What follows belongs to an exercise in optimizing a design on an open flow for small area, a short achievable clock period and few clock cycles; a production flow would make more cautious choices. Function was checked by simulation only, so behaviour that the tests miss may differ from the original. Power figures rest on the tool's default switching activity, not on a simulated workload.

// mips_cpu_bus
module mips_cpu_bus(
    input logic clk,
    input logic reset,
    output logic active,
    output logic[31:0] register_v0,
    output logic[31:0] address,
    output logic write,
    output logic read,
    input logic waitrequest,
    output logic[31:0] writedata,
    output logic[3:0] byteenable,
    input logic[31:0] readdata
);
Size in the first run: ~1500 flip-flops, roughly 140 I/O pins.
export LEC_CHECK = 0
export CAP_MARGIN = 20
export CORE_MARGIN = 2
export CORE_UTILIZATION = 50
export CTS_CLUSTER_DIAMETER = 120
export CTS_CLUSTER_SIZE = 20
export SLEW_MARGIN = 20
create_clock -name core_clock -period 12.5 [get_ports {clk}]
standard.sh (not shown) runs the stock make flow with config.mk's settings and CLKGATE_MAP_FILE= SYNTH_SCRIPT=/design/flow/synth_recipe.tcl, a recipe that flattens the netlist after the stock synthesis.
==> flow/flow/run.sh <==
#!/bin/bash
# Layout flow: the standard ORFS flow (standard synthesis unchanged), with
# repair_timing aiming below the design's clock period, and real buffers
# (not delay cells) on the ports. Each tool's output goes to flow.log.
set -euo pipefail
MARGIN=$(cat flow/margin.txt 2>/dev/null || echo 7)
sed -e "s#\"\${@:-finish}\"#SETUP_SLACK_MARGIN=${MARGIN} BUFFER_PORTS_ARGS=\"-buffer_cell sky130_fd_sc_hd__buf_4\" \"\${@:-finish}\"#" \
    standard.sh > my_standard.sh
cat my_standard.sh > my_standard_sh.log
bash my_standard.sh > flow.log 2>&1
==> flow/flow/margin.txt <==
7
Testbench counts at the start, summed over its fixed seeds: cycles 118,396.
Change:
--- a/flow/design.v
+++ b/flow/design.v
@@ -29,13 +29,14 @@
     logic        dsk;           
     logic        halting;
     logic        ev;
     logic [31:0] ea, eb;
     logic [25:0] ei;
     logic [4:0]  edst;
-    logic [1:0]  sela, selb;    
+    logic        am, aw, aw2, an;
+    logic        bm, bw, bw2, bn, bi;
     logic        lda, ldb;      
     logic        eimm;          
     logic [2:0]  eimmt;
     logic [3:0]  ealu;
     logic        eload, estore, elink;
     logic [2:0]  emt;
@@ -131,35 +132,25 @@
         .we(rf_we), .wa(rf_wa), .wd(rf_wd),
         .ra(d_rs), .rda(rf_a),
         .rb(d_rt), .rdb(rf_b),
         .v0(register_v0)
     );
     logic [31:0] alu_y;
-    logic [31:0] opa, opb, opb_r, immx;
+    logic [31:0] opa, opb, immx;
     always_comb begin
         if (eimmt == 3'b111) immx = {ei[15:0], 16'd0};               
         else if (eimmt[2])   immx = {16'd0, ei[15:0]};               
         else                 immx = {{16{ei[15]}}, ei[15:0]};        
     end
     always_comb begin
-        case (sela)
-            2'd3:    opa = mres;
-            2'd2:    opa = wres;
-            2'd1:    opa = w2val;
-            default: opa = ea;
-        endcase
-        case (selb)
-            2'd3:    opb_r = mres;
-            2'd2:    opb_r = wres;
-            2'd1:    opb_r = w2val;
-            default: opb_r = eb;
-        endcase
-        opb = eimm ? immx : opb_r;
+        opa = ({32{am}} & mres) | ({32{aw}} & wres) | ({32{aw2}} & w2val) | ({32{an}} & ea);
+        opb = ({32{bm}} & mres) | ({32{bw}} & wres) | ({32{bw2}} & w2val) | ({32{bn}} & eb) |
+              ({32{bi}} & immx);
     end
-    wire haza = lda & sela[1];
-    wire hazb = ldb & selb[1];
+    wire haza = lda & (am | aw);
+    wire hazb = ldb & (bm | bw);
     wire  [4:0]  alu_sa = ealu[2] ? opa[4:0] : ei[10:6];
     mips_cpu_ALU alu(.op(ealu), .a(opa), .b(opb), .sa(alu_sa), .y(alu_y));
     logic        md_busy;
     logic [31:0] md_hi, md_lo;
     wire [31:0] st_data = (emt[1:0] == 2'b00) ? {4{opb[7:0]}} :
                           (emt[1:0] == 2'b01) ? {2{opb[15:0]}} : opb;
@@ -208,19 +199,20 @@
     wire fa_m = mv & (mdst != 5'd0) & (mdst == d_rs) & d_uses_rs;
     wire fa_w = wv & (wdst != 5'd0) & (wdst == d_rs) & d_uses_rs;
     wire d_usb = d_uses_rt & !d_immalu;
     wire fb_e = ev & (edst != 5'd0) & (edst == d_rt) & d_usb;
     wire fb_m = mv & (mdst != 5'd0) & (mdst == d_rt) & d_usb;
     wire fb_w = wv & (wdst != 5'd0) & (wdst == d_rt) & d_usb;
-    wire [1:0] m_next = m_done ? 2'd2 : 2'd3;    
-    wire [1:0] sela_d = fa_e ? 2'd3 : fa_m ? m_next : fa_w ? 2'd1 : 2'd0;
-    wire [1:0] selb_d = fb_e ? 2'd3 : fb_m ? m_next : fb_w ? 2'd1 : 2'd0;
+    wire am_d  = fa_e | (fa_m & !m_done);
+    wire aw_d  = !fa_e & fa_m & m_done;
+    wire aw2_d = !fa_e & !fa_m & fa_w;
+    wire bm_d  = fb_e | (fb_m & !m_done);
+    wire bw_d  = !fb_e & fb_m & m_done;
+    wire bw2_d = !fb_e & !fb_m & fb_w;
     wire lda_d = fa_e ? eload : mload;
     wire ldb_d = fb_e ? eload : mload;
-    wire [1:0] sela_s = (sela == 2'd3) ? m_next : {1'b0, sela[1]};
-    wire [1:0] selb_s = (selb == 2'd3) ? m_next : {1'b0, selb[1]};
     wire redirect = e_done & e_taken;
     wire [1:0] nq_next_raw = nq + {1'b0, arr} - {1'b0, d_adv};
     wire s0 = (nq == 2'd0) & !arr;                  
     wire s1 = ((nq == 2'd0) & arr) | ((nq == 2'd1) & !arr);
     wire af = acc & !qd;                            
     wire q0 = qv & !qd & (qa == 30'd0);
@@ -369,15 +361,21 @@
             emtlo <= d_mtlo;
             emul  <= d_mul;
             ediv  <= d_div;
             emsign<= !d_fn[0];
         end
         ea <= d_adv ? rf_a : opa;
-        eb <= d_adv ? rf_b : opb_r;
-        sela <= d_adv ? sela_d : sela_s;
-        selb <= d_adv ? selb_d : selb_s;
+        eb <= d_adv ? rf_b : opb;
+        if (d_adv) begin
+            am <= am_d; aw <= aw_d; aw2 <= aw2_d; an <= !(am_d | aw_d | aw2_d);
+            bm <= bm_d; bw <= bw_d; bw2 <= bw2_d; bn <= !(bm_d | bw_d | bw2_d) & !d_immalu;
+            bi <= d_immalu;
+        end else begin
+            am <= am & !m_done; aw <= am & m_done; aw2 <= aw; an <= an | aw2;
+            bm <= bm & !m_done; bw <= bm & m_done; bw2 <= bw; bn <= bn | bw2;
+        end
         w2dst <= rf_we ? rf_wa : 5'd0;
         w2val <= rf_wd;
         if (e_done) begin
             mmem  <= e_mem;
             mload <= eload;
             mdst  <= edst;
After rerunning: The new run finished with timing, DRC and antenna clean; die area is about the same; total power came out lower by 2.9%; setup slack gets better by 0.15 ns; area after synthesis stays flat; wire length is lower by 1.7%; worst hold slack loses 0.0050 ns; cell count grows by 2.0%; final area is higher by 0.38%; combinational power is lower by about 6%; critical path depth rises by 1; via count hardly moves.
Testbench counts after the change, summed over its fixed seeds: cycles 118,396.

[port drivers added, routing unchanged]
In the flow no input, the clock included, has a driving cell. The finished layouts below were timed again as built, in two steps.
Step 1 sets driving cells, clkbuf_16 on the clock port and buf_2 on the other inputs (assumed; they add their load-dependent delay and slew).
Step 2 times the ports against the registers' clock, not the clock port: input delays grow and output delays shrink by t, the midpoint of the rising clock arrivals with the driver on.
a / b / c = ideal ports / drivers / drivers and shift; a / b = the first two.
run | shift t [ns] | slack for setup (ns) | hold WS [ns] | worst setup path at the end
the first run | 0.883 | 6.703 / 6.703 / 6.078 | 0.343 / 0.343 / 0.343 | input to register
the second run | 0.879 | 6.856 / 6.924 / 6.045 | 0.338 / 0.338 / 0.338 | input to register
After both steps setup and hold are still met in every run listed. The setup slack of the second run, which loses most, moves by +0.068 ns with the drivers and by -0.811 ns with both steps.
